This design comes from an exercise in tuning for small area and a short achievable clock period on the open sky130 flow, not from production work.
Function was checked by simulation only, so behaviour that the tests miss may differ from the original.

== job 4891 ==
## alu_top
module alu_top (
    input             clk,
    input      [7:0]  a,
    input      [7:0]  b,
    input      [3:0]  command,
    input             en,
    output reg [15:0] out
);
    reg  [7:0]  a_q, b_q;
    reg  [3:0]  command_q;
    reg         en_q;
    wire [15:0] alu_out;
    always @(posedge clk) begin
        a_q       <= a;
        b_q       <= b;
        command_q <= command;
        en_q      <= en;
        out       <= alu_out;
    end
    alu u_alu (.a(a_q), .b(b_q), .command(command_q), .en(en_q), .out(alu_out));
endmodule
Size in the first run: roughly 970 cells after synthesis, ~37 flip-flops, about 5400 sq um of cells after synthesis.
Settings: LEC_CHECK=0, ABC_AREA=1, CAP_MARGIN=20, CORE_MARGIN=2, CORE_UTILIZATION=65, GPL_TIMING_DRIVEN=0, SLEW_MARGIN=20; clock period 25.0 ns.
standard.sh (not shown) runs the stock make flow with config.mk's settings and CLKGATE_MAP_FILE= SYNTH_SCRIPT=/design/flow/synth_recipe.tcl, a recipe that flattens the netlist after the stock synthesis.
==> flow/flow/run.sh <==
#!/bin/bash
# Standard layout with these changes:
#  - synthesis without full/half-adder cell extraction (ADDER_MAP_FILE empty), so ABC maps all logic;
#  - port buffers chosen in flow/ports.tcl instead of the default (DONT_BUFFER_PORTS=1 stops the
#    flow's own call; ports.tcl runs just before it, at the start of global placement);
#  - after the placement resize step, flip-flops with large fanout get the x4 drive.
# make's output goes to make_*.log here; ORFS writes each tool's log under orfs/logs/.
set -euo pipefail
here=$(pwd)
export UPSIZE_FLOP_FANOUT=${UPSIZE_FLOP_FANOUT:-8}
bash standard.sh ADDER_MAP_FILE= synth > make_synth.log 2>&1
bash standard.sh ADDER_MAP_FILE= DONT_BUFFER_PORTS=1 PRE_GLOBAL_PLACE_TCL=$here/flow/ports.tcl \
  POST_RESIZE_TCL=$here/flow/upsize_flops.tcl finish > make_finish.log 2>&1
==> flow/flow/ports.tcl <==
# Port buffers: the smallest buffer on inputs (they have most of the cycle to spare) and a
# faster one on outputs. Every input and output port still gets its own buffer.
buffer_ports -inputs -buffer_cell sky130_fd_sc_hd__buf_1
buffer_ports -outputs -buffer_cell sky130_fd_sc_hd__buf_2
==> flow/flow/upsize_flops.tcl <==
# Flip-flops whose output drives many pins get a stronger drive (same function, same name).
set n 0
foreach inst [get_cells *] {
  set ref [get_property $inst ref_name]
  if {$ref ne "sky130_fd_sc_hd__dfxtp_1"} { continue }
  set q [get_pins -of_objects $inst -filter "direction == output"]
  set loads [llength [get_pins -of_objects [get_nets -of_objects $q] -filter "direction == input"]]
  if {$loads >= $::env(UPSIZE_FLOP_FANOUT)} {
    replace_cell $inst sky130_fd_sc_hd__dfxtp_4
    incr n
  }
}
puts "upsize_flops: $n flip-flops resized"
Job 4891 | status: complete | timing, DRC, antenna: pass
Changes in job 1583 relative to job 4891:
- CORE_UTILIZATION changed from 65 to 40
==> comparison <==
Job 4891 → job 1583: count of clock-buffer cells in the layout held; fraction of area in registers went down 0.43 points; final non-filler cell area went up about 3.4%; area of placed instances went up 1.6%. Minimum hold slack down 0.0043 ns in job 1583 wrt job 4891. The source-to-sink clock delay at the later pin of the worst-skew pair in job 1583 was lower than what job 4891 gave. In job 1583 the via count turned out 138 lower than in job 4891. Job 4891 ended up with fewer cell instances than job 1583 did.
For job 2332, these inputs were changed with respect to job 1583:
- CORE_UTILIZATION changed from 40 to 60
==> flow/flow/run.sh <==
#!/bin/bash
# Standard layout with these changes:
#  - synthesis: no full/half-adder cell extraction (ADDER_MAP_FILE empty), so ABC maps all logic,
#    and ABC's area script is flow/abc_area.script (a copy of ORFS's scripts folder with that
#    one file replaced is used for the synthesis step only);
#  - port buffers chosen in flow/ports.tcl instead of the default (DONT_BUFFER_PORTS=1 stops the
#    flow's own call; ports.tcl runs just before it, at the start of global placement);
#  - after the placement resize step, flip-flops with large fanout get the x4 drive;
#  - clock tree: one level of buffers, no dummy loads.
# make's output goes to make_*.log here; ORFS writes each tool's log under orfs/logs/.
set -euo pipefail
here=$(pwd)
export UPSIZE_FLOP_FANOUT=${UPSIZE_FLOP_FANOUT:-8}
rm -rf "$here/synth_scripts"
cp -r "$FLOW_HOME/scripts" "$here/synth_scripts"
cp "$here/flow/abc_area.script" "$here/synth_scripts/abc_area.script"
bash standard.sh ADDER_MAP_FILE= SCRIPTS_DIR="$here/synth_scripts" synth > make_synth.log 2>&1
CTS="-root_buf sky130_fd_sc_hd__clkbuf_8 -buf_list sky130_fd_sc_hd__clkbuf_8 -sink_clustering_enable -sink_clustering_size 60 -sink_clustering_max_diameter 1000 -dont_use_dummy_load -repair_clock_nets"
bash standard.sh ADDER_MAP_FILE= DONT_BUFFER_PORTS=1 PRE_GLOBAL_PLACE_TCL="$here/flow/ports.tcl" \
  POST_RESIZE_TCL="$here/flow/upsize_flops.tcl" "CTS_ARGS=$CTS" finish > make_finish.log 2>&1
==> flow/flow/abc_area.script (new file) <==
strash
dc2
balance
rewrite
refactor
balance
rewrite
rewrite -z
balance
refactor -z
rewrite -z
balance
dch
map -B 0.9
strash
dch
map -B 0.9
topo
stime -c
buffer -c
upsize -c
dnsize -c
Results
Count of mapped cells out of synthesis: job 2332 < job 1583. Summary of job 2332 over job 1583: wire length saw a decrease, relative area change from synthesis to final layout dropped 3.7 points, final worst hold slack rose 0.022 ns. Final standard cell area without fillers in job 2332 is 8.4% below job 1583. Die size: job 2332 is under job 1583.
What job 1013 does differently from job 2332 at the input level:
- a change of CORE_UTILIZATION from 60 to 40
-- flow/flow/run.sh --
<<< job 2332, line 16
cp "$here/flow/abc_area.script" "$here/synth_scripts/abc_area.script"
bash standard.sh ADDER_MAP_FILE= SCRIPTS_DIR="$here/synth_scripts" synth > make_synth.log 2>&1
CTS="-root_buf sky130_fd_sc_hd__clkbuf_8 -buf_list sky130_fd_sc_hd__clkbuf_8 -sink_clustering_enable -sink_clustering_size 60 -sink_clustering_max_diameter 1000 -dont_use_dummy_load -repair_clock_nets"
bash standard.sh ADDER_MAP_FILE= DONT_BUFFER_PORTS=1 PRE_GLOBAL_PLACE_TCL="$here/flow/ports.tcl" \
  POST_RESIZE_TCL="$here/flow/upsize_flops.tcl" "CTS_ARGS=$CTS" finish > make_finish.log 2>&1
>>> job 1013, line 16
cp "$here/flow/abc_area.script" "$here/synth_scripts/abc_area.script"
bash standard.sh ADDER_MAP_FILE= SCRIPTS_DIR="$here/synth_scripts" synth > make_synth.log 2>&1
CTS="-root_buf sky130_fd_sc_hd__clkbuf_16 -buf_list sky130_fd_sc_hd__clkbuf_16 -sink_clustering_enable -sink_clustering_size 60 -sink_clustering_max_diameter 1000 -dont_use_dummy_load -repair_clock_nets"
bash standard.sh ADDER_MAP_FILE= DONT_BUFFER_PORTS=1 PRE_GLOBAL_PLACE_TCL="$here/flow/ports.tcl" \
  POST_RESIZE_TCL="$here/flow/upsize_flops.tcl" "CTS_ARGS=$CTS" finish > make_finish.log 2>&1
==> comparison <==
Summary of job 1013 over job 2332: routed wire length dropped 120 um; share of the final layout cell area in multi-input gates dropped 1.8 points; maximum frequency climbed 0.42%; via count of the first global-routing pass dropped 5.2%.

-- port drivers added, routing unchanged --
How much do the figures lean on ideal ports? The routed layouts below were timed once more, with nothing changed but the port constraints. Step 1, drivers: a clkbuf_16 drives clk and a buf_2 each remaining input, both assumed. Step 2 times the ports against the registers' clock, not the clock port: input delays grow and output delays shrink by t, the midpoint of the rising clock arrivals with the driver on. Three values: ideal, step 1, step 2; two values: the first two.
| run | t, ns | setup slack, ns | latest minus earliest clock arrival (ns) | pins driven straight from the clock port |
|---|---|---|---|---|
| job 4891 | 0.342 | 19.252 / 19.218 / 19.560 | 0.016 / 0.016 | 1 |
| job 1583 | 0.336 | 19.278 / 19.237 / 19.573 | 0.006 / 0.007 | 1 |
| job 2332 | 0.324 | 19.268 / 19.235 / 19.370 | 0.009 / 0.010 | 1 |
| job 1013 | 0.325 | 19.292 / 19.251 / 19.376 | 0.014 / 0.014 | 1 |
After both steps every run listed still meets setup and hold.
